From an optimization exercise on the open Yosys and OpenROAD flow, aimed at small area, a short achievable clock period and few clock cycles; shortcuts taken in it are not production practice.
Where RTL was checked, it was by simulation tests only, not by an equivalence proof against the original.
With no activity given, the tool overestimates toggling in this design, so its power and IR-drop figures are unreliable.

==> inputs of 07-01 <==
## HT_TOP
module HT_TOP (
  input clk,
  input rst_n,
  input in_valid,
  input [2:0] in_weight,
  input out_mode,
  output reg out_valid,
  output reg out_code
);
==> module HT_TOP, before the edit <==
module HT_TOP (
  input clk,
  input rst_n,
  input in_valid,
  input [2:0] in_weight,
  input out_mode,
  output reg out_valid,
  output reg out_code
);
  localparam IDLE = 2'd0, INPUT = 2'd1, MERGE = 2'd2, OUTPUT = 2'd3;
  reg [1:0] state;
  reg [2:0] cnt;
  reg mode;
  reg last;            
  reg [4:0] W[0:6];    
  reg [4:0] xw;        
  reg [2:0] p[0:4];    
  reg inx[0:4];        
  reg [7:0] cr[0:4];   
  integer i, k;
  wire inmode = (state == IDLE) || (state == INPUT);
  wire [8:0] ce;
  genvar g;
  generate
    for (g = 0; g < 7; g = g + 1) begin : g_ce
      SORT_IP cmp (.a(xw), .b(W[g]), .le(ce[g]));
    end
  endgenerate
  assign ce[8:7] = 2'b11;
  wire [4:0] Wx[0:8];
  generate
    for (g = 0; g < 7; g = g + 1) begin : g_wx
      assign Wx[g] = W[g];
    end
  endgenerate
  assign Wx[7] = 5'd31;
  assign Wx[8] = 5'd31;
  reg [7:0] B;   
  reg [2:0] P;   
  always @(*) begin
    for (i = 0; i < 7; i = i + 1) B[i] = (i + cnt < 8) || !ce[i];
    B[7] = 1'b0;
    P = 3'd0;
    for (i = 1; i < 7; i = i + 1) if (B[i]) P = i;
  end
  wire md = (state == IDLE) ? out_mode : mode;
  reg [2:0] ls;
  always @(*) begin
    case (cnt)
      3'd0: ls = md ? 3'd3 : 3'd5;   
      3'd1: ls = md ? 3'd4 : 3'd5;   
      3'd2: ls = md ? 3'd1 : 3'd5;   
      3'd3: ls = md ? 3'd5 : 3'd4;   
      3'd4: ls = 3'd0;               
      3'd5: ls = md ? 3'd2 : 3'd1;   
      3'd6: ls = md ? 3'd5 : 3'd2;   
      default: ls = md ? 3'd5 : 3'd3;   
    endcase
  end
  wire cA = ce[0];
  wire cC = !ce[1];
  wire cB = !cA && !cC;
  wire [4:0] s01 = W[0] + W[1];
  wire [4:0] s0x = W[0] + xw;
  wire [4:0] sum = cC ? s01 : s0x;
  wire t01, t0x;
  SORT_IP c01 (.a(s01), .b(xw), .le(t01));
  SORT_IP c0x (.a(s0x), .b(W[1]), .le(t0x));
  wire xg = cC ? t01 : t0x;
  reg [2:0] Q;   
  always @(*) begin
    Q = 3'd6;
    for (i = 7; i >= 2; i = i - 1) if (ce[i]) Q = i - 2;
  end
  reg inG[0:4], inS[0:4];
  always @(*) begin
    for (i = 0; i < 5; i = i + 1) begin
      inG[i] = cA ? inx[i] : (!inx[i] && p[i] == 3'd0);
      inS[i] = cA ? (!inx[i] && p[i] == 3'd0) : cC ? (!inx[i] && p[i] == 3'd1) : inx[i];
    end
  end
  always @(posedge clk) begin
    if (inmode) begin
      xw <= {2'b00, in_weight};
      for (i = 0; i < 7; i = i + 1)
        if (i < 6 && B[i+1]) W[i] <= W[i+1];
        else if (B[i]) W[i] <= xw;
      for (i = 0; i < 5; i = i + 1) begin
        inx[i] <= (ls == i);
        if (inx[i]) p[i] <= P;
        else if (B[p[i]]) p[i] <= p[i] - 3'd1;
        cr[i] <= 8'd1;
      end
    end else if (state == MERGE) begin
      xw <= sum;
      for (i = 0; i < 7; i = i + 1)
        if (!cC || (ce[i+2] && ce[i+1])) W[i] <= Wx[i+1];
        else if (ce[i+2]) W[i] <= xw;
        else W[i] <= Wx[i+2];
      for (i = 0; i < 5; i = i + 1) begin
        inx[i] <= inG[i] || inS[i];
        if (inx[i] && !(inG[i] || inS[i])) p[i] <= Q;
        else if (cC && !ce[p[i]]) p[i] <= p[i] - 3'd2;
        else p[i] <= p[i] - 3'd1;
        if (last && i != 0) begin
          if (inG[i] || inS[i]) cr[i] <= {cr[i][5:0], inG[i], xg};
          else cr[i] <= {cr[i][6:0], !xg};
        end else if (inG[i] || inS[i]) cr[i] <= {cr[i][6:0], inG[i]};
      end
    end else begin
      if (cr[0] == 8'd1) begin
        cr[0] <= {1'b0, cr[1][7:1]};
        cr[1] <= cr[2];
        cr[2] <= cr[3];
        cr[3] <= cr[4];
        cr[4] <= 8'd0;
      end else cr[0] <= {1'b0, cr[0][7:1]};
    end
  end
  always @(posedge clk) begin
    if (state == IDLE) mode <= out_mode;
    last <= (state == MERGE) && (cnt == 3'd4);
    if (state == IDLE && !in_valid) cnt <= 3'd0;
    else if (state == INPUT && cnt == 3'd7) cnt <= 3'd0;
    else cnt <= cnt + 3'd1;
  end
  always @(posedge clk, negedge rst_n) begin
    if (!rst_n) begin
      state <= IDLE;
      out_valid <= 1'b0;
      out_code <= 1'b0;
    end else begin
      case (state)
        IDLE: if (in_valid) state <= INPUT;
        INPUT: if (cnt == 3'd7) state <= MERGE;
        MERGE:
        if (last) begin
          state <= OUTPUT;
          out_valid <= 1'b1;
          out_code <= (inG[0] || inS[0]) ~^ xg;
        end
        default:
        if (cr[0] != 8'd1) out_code <= cr[0][0];
        else if (cr[1] != 8'd0) out_code <= cr[1][0];
        else begin
          state <= IDLE;
          out_valid <= 1'b0;
          out_code <= 1'b0;
        end
      endcase
    end
  end
endmodule
clock: 15.0 ns
lec_check: 0
cap_margin: 20
core_margin: 2
core_utilization: 40
slew_margin: 20
standard.sh (not shown) runs the stock make flow with config.mk's settings and CLKGATE_MAP_FILE= SYNTH_SCRIPT=/design/flow/synth_recipe.tcl, a recipe that flattens the netlist after the stock synthesis.
==> flow/flow/run.sh <==
#!/bin/bash
set -euo pipefail
bash standard.sh SETUP_SLACK_MARGIN=11 finish > standard_flow.log 2>&1
==> 01-17: changes against 07-01 <==
==> flow/run.sh (new file) <==
#!/bin/bash
# synth_recipe.tcl (not shown) runs the flow's synth.tcl, then flattens the netlist and writes it again
# the make line also repeats each setting of config.mk as NAME=value (left out here)
make -C /OpenROAD-flow-scripts/flow DESIGN_CONFIG=/design/flow/config.mk WORK_HOME=/design/flow/orfs CLKGATE_MAP_FILE= SYNTH_SCRIPT=/design/flow/synth_recipe.tcl finish
removed: flow/flow/run.sh
removed: flow/standard.sh
==> 10-12: changes against 07-01 <==
--- a/flow/design.v
+++ b/flow/design.v
@@ -27,2 +27,3 @@
   reg last;            
+  reg xgr;             
   reg [4:0] W[0:6];    
@@ -31,3 +32,3 @@
   reg inx[0:4];        
-  reg [7:0] cr[0:4];   
+  reg [6:0] cr[0:4];   
   integer i, k;
@@ -58,16 +59,16 @@
   end
-  wire md = (state == IDLE) ? out_mode : mode;
-  reg [2:0] ls;
-  always @(*) begin
-    case (cnt)
-      3'd0: ls = md ? 3'd3 : 3'd5;   
-      3'd1: ls = md ? 3'd4 : 3'd5;   
-      3'd2: ls = md ? 3'd1 : 3'd5;   
-      3'd3: ls = md ? 3'd5 : 3'd4;   
-      3'd4: ls = 3'd0;               
-      3'd5: ls = md ? 3'd2 : 3'd1;   
-      3'd6: ls = md ? 3'd5 : 3'd2;   
-      default: ls = md ? 3'd5 : 3'd3;   
+  function automatic [2:0] slot(input [2:0] n, input md);
+    case (n)
+      3'd0: slot = md ? 3'd3 : 3'd5;   
+      3'd1: slot = md ? 3'd4 : 3'd5;   
+      3'd2: slot = md ? 3'd1 : 3'd5;   
+      3'd3: slot = md ? 3'd5 : 3'd4;   
+      3'd4: slot = 3'd0;               
+      3'd5: slot = md ? 3'd2 : 3'd1;   
+      3'd6: slot = md ? 3'd5 : 3'd2;   
+      default: slot = md ? 3'd5 : 3'd3;   
     endcase
-  end
+  endfunction
+  wire [2:0] sx = slot(cnt - 3'd1, mode);   
+  wire [2:0] sv = slot(3'd7, mode);         
   wire cA = ce[0];
@@ -101,6 +102,6 @@
       for (i = 0; i < 5; i = i + 1) begin
-        inx[i] <= (ls == i);
-        if (inx[i]) p[i] <= P;
-        else if (B[p[i]]) p[i] <= p[i] - 3'd1;
-        cr[i] <= 8'd1;
+        inx[i] <= (sv == i);
+        if (sx == i) p[i] <= P;
+        else if (!ce[p[i]]) p[i] <= p[i] - 3'd1;
+        cr[i] <= 7'd1;
       end
@@ -117,10 +118,8 @@
         else p[i] <= p[i] - 3'd1;
-        if (last && i != 0) begin
-          if (inG[i] || inS[i]) cr[i] <= {cr[i][5:0], inG[i], xg};
-          else cr[i] <= {cr[i][6:0], !xg};
-        end else if (inG[i] || inS[i]) cr[i] <= {cr[i][6:0], inG[i]};
+        if (inG[i] || inS[i]) cr[i] <= {cr[i][5:0], inG[i]};
       end
     end else begin
-      if (cr[0] == 8'd1) begin
-        cr[0] <= {1'b0, cr[1][7:1]};
+      if (cr[0] == 7'd1) begin
+        cr[0] <= cr[1];
+        for (i = 0; i < 4; i = i + 1) inx[i] <= inx[i+1];
         cr[1] <= cr[2];
@@ -128,4 +127,4 @@
         cr[3] <= cr[4];
-        cr[4] <= 8'd0;
-      end else cr[0] <= {1'b0, cr[0][7:1]};
+        cr[4] <= 7'd0;
+      end else cr[0] <= {1'b0, cr[0][6:1]};
     end
@@ -135,2 +134,3 @@
     last <= (state == MERGE) && (cnt == 3'd4);
+    if (last) xgr <= xg;
     if (state == IDLE && !in_valid) cnt <= 3'd0;
@@ -155,4 +155,4 @@
         default:
-        if (cr[0] != 8'd1) out_code <= cr[0][0];
-        else if (cr[1] != 8'd0) out_code <= cr[1][0];
+        if (cr[0] != 7'd1) out_code <= cr[0][0];
+        else if (cr[1] != 7'd0) out_code <= inx[1] ~^ xgr;   
         else begin
==> flow/run.sh (new file) <==
#!/bin/bash
# synth_recipe.tcl (not shown) runs the flow's synth.tcl, then flattens the netlist and writes it again
# the make line also repeats each setting of config.mk as NAME=value (left out here)
make -C /OpenROAD-flow-scripts/flow DESIGN_CONFIG=/design/flow/config.mk WORK_HOME=/design/flow/orfs CLKGATE_MAP_FILE= SYNTH_SCRIPT=/design/flow/synth_recipe.tcl finish
removed: flow/flow/run.sh
removed: flow/standard.sh
==> notes <==
- The lowest maximum frequency belongs to 01-17, the highest to 07-01.
- Synthesized cell count is the same in 07-01 and 01-17.
- Register-to-register slack: 01-17 < 10-12 < 07-01.
- In 10-12 the non-clock buffer count is higher than in 01-17, by 4.
- Clock skew, lowest first: 07-01, 10-12, 01-17.
- The highest setup slack belongs to 07-01, the lowest to 01-17.
- Between 01-17 and 07-01, the lower clock power is in 07-01 (gap about 2%, measured against 07-01).
- First-iteration DRC count, highest first: 07-01, 10-12, 01-17.
- Against 07-01, the clock-buffer cell count of 10-12 is higher by 3.
- 07-01 finished with timing, DRC and antenna clean. 10-12 ran to the end with no violations. 01-17 ran to the end with no violations.
- Final area, highest first: 07-01, 01-17, 10-12.
- Sequential share of layout area: 07-01 < 01-17 < 10-12.
==> figures <==
Worst VDD drop: 01-17 0.391 mV; 10-12 0.300 mV; 07-01 0.273 mV
Setup WS post-layout: 01-17 10.52 ns; 10-12 10.74 ns; 07-01 11.02 ns
Met1 capacity usage during global routing: 01-17 0.312; 10-12 0.320; 07-01 0.326
Type of element capturing the critical path: 01-17 flip-flop; 10-12 primary output; 07-01 flip-flop
Non-clock buffer total of the final layout: 01-17 13; 10-12 17; 07-01 22
Final area over synthesized area: 01-17 1.057x; 10-12 1.079x; 07-01 1.072x
Power of the sequential group: 01-17 0.759 mW; 10-12 0.700 mW; 07-01 0.748 mW
Least-Margin Pin Slew: 01-17 1.09 ns; 10-12 1.10 ns; 07-01 1.02 ns
Vias in the first global route: 01-17 6,832; 10-12 6,572; 07-01 7,132
Async SR Flop Fraction: 01-17 0.0367; 10-12 0.0381; 07-01 0.0367
Clock buf count: 01-17 9; 10-12 12; 07-01 9
Die outline height: 01-17 148 um; 10-12 144 um; 07-01 148 um
Internal Pwr Total: 01-17 1.26 mW; 10-12 1.30 mW; 07-01 1.30 mW
Status: 01-17 complete, no violations; 10-12 complete, no violations; 07-01 complete, no violations
Switch Pwr: 01-17 1.43 mW; 10-12 1.37 mW; 07-01 1.45 mW
Final-layout fill cell count: 01-17 2,026; 10-12 1,921; 07-01 2,036
Number of flops mapped to enable cells by yosys: 01-17 58; 10-12 60; 07-01 58
Portion of netlist area occupied by mux cells: 01-17 0.0469; 10-12 0.0397; 07-01 0.0469
Capture point of the critical path: 01-17 inx[4]; 10-12 out_valid; 07-01 inx[4]
Met3 Usage GRT: 01-17 0.0460; 10-12 0.0377; 07-01 0.0353
Buffers and inverters on the worst path: 01-17 2; 10-12 1; 07-01 1
Number of nets at the end of the flow: 01-17 1,008; 10-12 947; 07-01 1,017
Inverters: 01-17 44; 10-12 63; 07-01 44
Testbench counts of 10-12, summed over its fixed seeds: cycles 31,191.
Only the layout flow was run in 07-01 and 01-17; the RTL was not checked for function there.

==> what the ideal ports hide <==
In the flow no input, the clock included, has a driving cell. The finished layouts below were timed again as built, in two steps.
Step 1 sets driving cells, clkbuf_16 on the clock port and buf_2 on the other inputs (assumed; they add their load-dependent delay and slew).
Step 2 moves the port delays by t, midway between the first and last clock arrival at a register: inputs arrive t later, outputs are due t later. That takes back most of the time a late clock gives input paths.
Three values: ideal ports, drivers, drivers and shift; two values: the first two.
| run | t, ns | setup WS [ns] | worst hold slack (ns) | worst setup path after step 2 | worst slew at a driven data input, ns |
|---|---|---|---|---|---|
| 07-01 | 0.407 | 11.024 / 11.041 / 10.634 | 0.451 / 0.451 / 0.451 | input to register | 0.04 |
| 01-17 | 0.413 | 10.525 / 10.552 / 10.138 | 0.452 / 0.452 / 0.452 | input to register | 0.03 |
| 10-12 | 0.408 | 10.736 / 10.689 / 10.467 | 0.455 / 0.455 / 0.455 | input to register | 0.03 |
After both steps every run listed still meets setup and hold. The setup slack of 07-01, which loses most, moves by +0.017 ns with the drivers and by -0.390 ns with both steps.
